This is an optimization exercise on Yosys and OpenROAD, whose aim is small area, not a production implementation. Function was checked by simulation only, so behaviour that the tests miss may differ from the original. No activity file was given, so power comes from the tool's default toggle rates.

## try-juniper
Design HART_DISPLAY, start of the top module:
module	HART_DISPLAY	(
					input	logic	clk,
					input	logic	resetN,
					input	logic	[10:0] pixelX,
					input	logic	[10:0] pixelY,
					input	logic	[10:0] topLeftX,
					input	logic	[10:0] topLeftY,
					input	logic	coin_collision,
					input	logic	star,
					output	logic	[7:0] hartRGB,
					output	logic	HartDrawingRequest,
					output	logic	coin_collect
);
==> flow/config.mk <==
export PLATFORM = sky130hd
export DESIGN_NAME = HART_DISPLAY
export DESIGN_NICKNAME = HART_DISPLAY
export VERILOG_FILES = /design/flow/design.v
export SDC_FILE = /design/flow/constraint.sdc
export NUM_CORES = 4
export LEC_CHECK = 0
export CAP_MARGIN = 0
export CORE_MARGIN = 2
export CORE_UTILIZATION = 40
export SLEW_MARGIN = 0
==> flow/constraint.sdc <==
create_clock -name core_clock -period 10.0 [get_ports {clk}]
set_input_delay 2.0000 -clock core_clock [delete_from_list [all_inputs] [get_ports {clk}]]
set_output_delay 2.0000 -clock core_clock [all_outputs]
set_load 0.01 [all_outputs]
standard.sh (not shown) runs the stock make flow with config.mk's settings and CLKGATE_MAP_FILE= SYNTH_SCRIPT=/design/flow/synth_recipe.tcl, a recipe that flattens the netlist after the stock synthesis.
==> flow/flow/run.sh <==
#!/bin/bash
# Layout flow: the standard ORFS flow, except that
#  - synthesis maps the logic with an area-oriented abc script (flow/abc_area.script)
#    instead of ORFS's delay-oriented one, and no adder cells (ADDER_MAP_FILE=);
#    everything else in synthesis (the
#    registers, their names and cells) is the standard synthesis;
#  - port buffers are buf_1 cells;
#  - clock tree synthesis uses clkbuf_8 and adds no dummy loads.
# Each step's output goes to a log file here (and ORFS's own logs under orfs/logs).
set -euo pipefail
W=$(pwd)
ABC_SCRIPT=$W/flow/abc_area.script

# synthesis script: synth_recipe.tcl, sourcing a copy of ORFS's synth.tcl whose
# abc call uses our script (abc_args starts with "-script <ORFS script>")
sed 's|log_cmd abc {\*}$abc_args|log_cmd abc -script '"$ABC_SCRIPT"' {*}[lrange $abc_args 2 end]|' \
  "$FLOW_HOME/scripts/synth.tcl" > "$W/synth_area.tcl"
grep -q "abc -script $ABC_SCRIPT" "$W/synth_area.tcl"
sed 's|\$::env(SCRIPTS_DIR)/synth.tcl|'"$W"'/synth_area.tcl|' synth_recipe.tcl > "$W/flow_synth.tcl"
grep -q "$W/synth_area.tcl" "$W/flow_synth.tcl"

bash standard.sh SYNTH_SCRIPT="$W/flow_synth.tcl" ADDER_MAP_FILE= synth > "$W/synth.log" 2>&1
bash standard.sh BUFFER_PORTS_ARGS="-buffer_cell sky130_fd_sc_hd__buf_1" \
  CTS_ARGS="-sink_clustering_enable -repair_clock_nets -buf_list sky130_fd_sc_hd__clkbuf_8 -dont_use_dummy_load" \
  finish > "$W/layout.log" 2>&1
==> flow/flow/abc_area.script <==
strash
&get -n
&deepsyn -T 120
&put
dch
amap
topo
diff inputs: try-juniper => try-lagoon
- SLEW_MARGIN: 0 -> 20
- CAP_MARGIN: 0 -> 20
- CTS_BUF_LIST: unset -> sky130_fd_sc_hd__clkbuf_8
--- a/flow/flow/run.sh
+++ b/flow/flow/run.sh
@@ -3,7 +3,5 @@
 #  - synthesis maps the logic with an area-oriented abc script (flow/abc_area.script)
-#    instead of ORFS's delay-oriented one, and no adder cells (ADDER_MAP_FILE=);
-#    everything else in synthesis (the
+#    instead of ORFS's delay-oriented one; everything else in synthesis (the
 #    registers, their names and cells) is the standard synthesis;
-#  - port buffers are buf_1 cells;
-#  - clock tree synthesis uses clkbuf_8 and adds no dummy loads.
+#  - port buffers are buf_1 cells.
 # Each step's output goes to a log file here (and ORFS's own logs under orfs/logs).
@@ -22,4 +20,2 @@
 bash standard.sh SYNTH_SCRIPT="$W/flow_synth.tcl" ADDER_MAP_FILE= synth > "$W/synth.log" 2>&1
-bash standard.sh BUFFER_PORTS_ARGS="-buffer_cell sky130_fd_sc_hd__buf_1" \
-  CTS_ARGS="-sink_clustering_enable -repair_clock_nets -buf_list sky130_fd_sc_hd__clkbuf_8 -dont_use_dummy_load" \
-  finish > "$W/layout.log" 2>&1
+bash standard.sh BUFFER_PORTS_ARGS="-buffer_cell sky130_fd_sc_hd__buf_1" finish > "$W/layout.log" 2>&1
==> flow/flow/abc_area.script <==
strash
dch
amap
topo
### Flow results
- The run with more setup slack is try-juniper; try-lagoon has less.
- Of the two values seen for slowest library cell on the worst path, o21ai_0 was produced by try-lagoon and nor2b_1 by try-juniper.
- Going from try-juniper to try-lagoon, synthesized cell count grows by 34.
- met2 usage in global routing for try-lagoon is lower than for try-juniper.
- try-lagoon has completed all stages; timing, DRC and antenna checks passed.
- try-lagoon against try-juniper: post-route standard cell area excluding fillers picked up an extra 4.8%, power share of the clock group picked up an extra 7.5 points, largest net degree at the start of global routing lost 14%, hold slack neither gained nor lost much, number of flip-flops and latches neither gained nor lost much.
- Logic depth of the worst register-to-register path (lower): try-juniper
- The clock period minus final worst setup slack in try-lagoon was higher than what try-juniper gave.
#### Input delta (try-yarrow over try-lagoon)
- removing CTS_BUF_LIST (formerly sky130_fd_sc_hd__clkbuf_8)
- changing CORE_UTILIZATION from 40 to 75
--- a/flow/flow/run.sh
+++ b/flow/flow/run.sh
@@ -3,5 +3,7 @@
 #  - synthesis maps the logic with an area-oriented abc script (flow/abc_area.script)
-#    instead of ORFS's delay-oriented one; everything else in synthesis (the
+#    instead of ORFS's delay-oriented one, and no adder cells (ADDER_MAP_FILE=);
+#    everything else in synthesis (the
 #    registers, their names and cells) is the standard synthesis;
-#  - port buffers are buf_1 cells.
+#  - port buffers are buf_1 cells;
+#  - clock tree synthesis uses clkbuf_8 and adds no dummy loads.
 # Each step's output goes to a log file here (and ORFS's own logs under orfs/logs).
@@ -20,2 +22,4 @@
 bash standard.sh SYNTH_SCRIPT="$W/flow_synth.tcl" ADDER_MAP_FILE= synth > "$W/synth.log" 2>&1
-bash standard.sh BUFFER_PORTS_ARGS="-buffer_cell sky130_fd_sc_hd__buf_1" finish > "$W/layout.log" 2>&1
+bash standard.sh BUFFER_PORTS_ARGS="-buffer_cell sky130_fd_sc_hd__buf_1" \
+  CTS_ARGS="-sink_clustering_enable -repair_clock_nets -buf_list sky130_fd_sc_hd__clkbuf_8 -dont_use_dummy_load" \
+  finish > "$W/layout.log" 2>&1
==> flow/flow/abc_area.script <==
strash
&get -n
&deepsyn -T 120
&put
dch
amap
topo
- Compared with try-lagoon, try-yarrow shows a higher routing usage on met3.
- On routing usage on met2: between try-lagoon and try-yarrow, it ends up higher for try-yarrow.
- | placed instance area | try-yarrow vs try-lagoon | about 4.6% lower |
- On via count, try-yarrow does worse than try-lagoon.
- try-lagoon -> try-yarrow: final cell count decreased by more than 10%
- Taking try-lagoon as the reference, in try-yarrow final total power went down 0.18 mW; setup slack after layout moved down; global-route usage moved up.
- try-yarrow vs. try-lagoon: sequential share of layout area went up by 2.6 points.
Changes in try-cedar relative to try-yarrow:
- changing CORE_UTILIZATION from 75 to 60
Notes after the runs:
Diff try-yarrow -> try-cedar | first-pass GRT wire length | increase of about 7%. Compared try-cedar against try-yarrow; worst endpoint required time within noise. [compare] base=try-yarrow new=try-cedar: well-tap cell count went up about 26%, register-to-register setup slack went up 0.33 ns, global-route usage went down 5.3 points, flip-flop and latch count held. Post-route core utilization: try-cedar lower than try-yarrow. Diff try-yarrow -> try-cedar: combinational gate power did not really move; insertion delay of the later-clocked pin in the worst-skew pair did not really move; die area went up.
Modified inputs, try-zinc compared to try-cedar
- GPL_TIMING_DRIVEN: unset -> 0
- CORE_UTILIZATION: 60 -> 40
==> flow/flow/adders_fa_only.v (new file) <==
// Adder map for synthesis: full adders become sky130 fa_1 cells; half adders
// (an input held at 0) are left as plain gates for abc.
(* techmap_celltype = "$fa" *)
module _tech_fa (A, B, C, X, Y);
  parameter WIDTH = 1;
  (* force_downto *)
    input [WIDTH-1 : 0] A, B, C;
  (* force_downto *)
    output [WIDTH-1 : 0] X, Y;

  parameter _TECHMAP_CONSTVAL_A_ = WIDTH'bx;
  parameter _TECHMAP_CONSTVAL_B_ = WIDTH'bx;
  parameter _TECHMAP_CONSTVAL_C_ = WIDTH'bx;

  genvar i;
  generate for (i = 0; i < WIDTH; i = i + 1) begin
      if (_TECHMAP_CONSTVAL_A_[i] === 1'b0 || _TECHMAP_CONSTVAL_B_[i] === 1'b0 || _TECHMAP_CONSTVAL_C_[i] === 1'b0) begin
        assign Y[i] = A[i] ^ B[i] ^ C[i];
        assign X[i] = (A[i] & B[i]) | (A[i] & C[i]) | (B[i] & C[i]);
      end
      else begin
        sky130_fd_sc_hd__fa_1 fulladder (
            .A(A[i]), .B(B[i]), .CIN(C[i]), .COUT(X[i]), .SUM(Y[i])
          );
      end
    end endgenerate

endmodule
Length of routed wiring on met1 (try-zinc vs. try-cedar) increases by more than 10%
Worst setup slack before clock tree synthesis in try-zinc is 0.51 ns lower than in try-cedar
try-zinc vs. try-cedar: initial antenna violation count did not really move, cell area went up, area added between synthesis and finish went up, register cell area after layout did not really move.
try-zinc finished every stage and its layout cleared the timing, design-rule and antenna checks.
try-zinc against try-cedar: combinational power picked up an extra about 2%, switching share of power lost 0.23 points.

-- separate check: timing with driven ports --
How much do the figures lean on ideal ports? The routed layouts below were timed once more, with nothing changed but the port constraints.
Step 1: set_driving_cell puts a clkbuf_16 on clk and a buf_2 on each other input, an assumption about the parent block.
Step 2 adds t to the input delays and takes it off the output delays; t is the mean of the earliest and latest rising clock arrival at the registers after step 1. Input paths then give back, and output paths get back, about the clock's delay inside the block.
Slacks: no drivers / after step 1 / after step 2; pairs: no drivers / after step 1.
run	t, ns	slack for setup (ns)	worst data-port slew with drivers (ns)
try-juniper	0.472	4.142 / 4.142 / 3.772	0.05
try-lagoon	0.506	3.988 / 3.997 / 3.499	0.04
try-yarrow	0.493	3.798 / 3.798 / 3.603	0.04
try-cedar	0.486	4.123 / 4.123 / 3.816	0.03
try-zinc	0.483	3.857 / 3.873 / 3.390	0.04
After both steps setup and hold are still met in every run listed. For try-lagoon, which loses most, drivers alone change the setup slack by +0.009 ns; drivers and shift together by -0.489 ns.
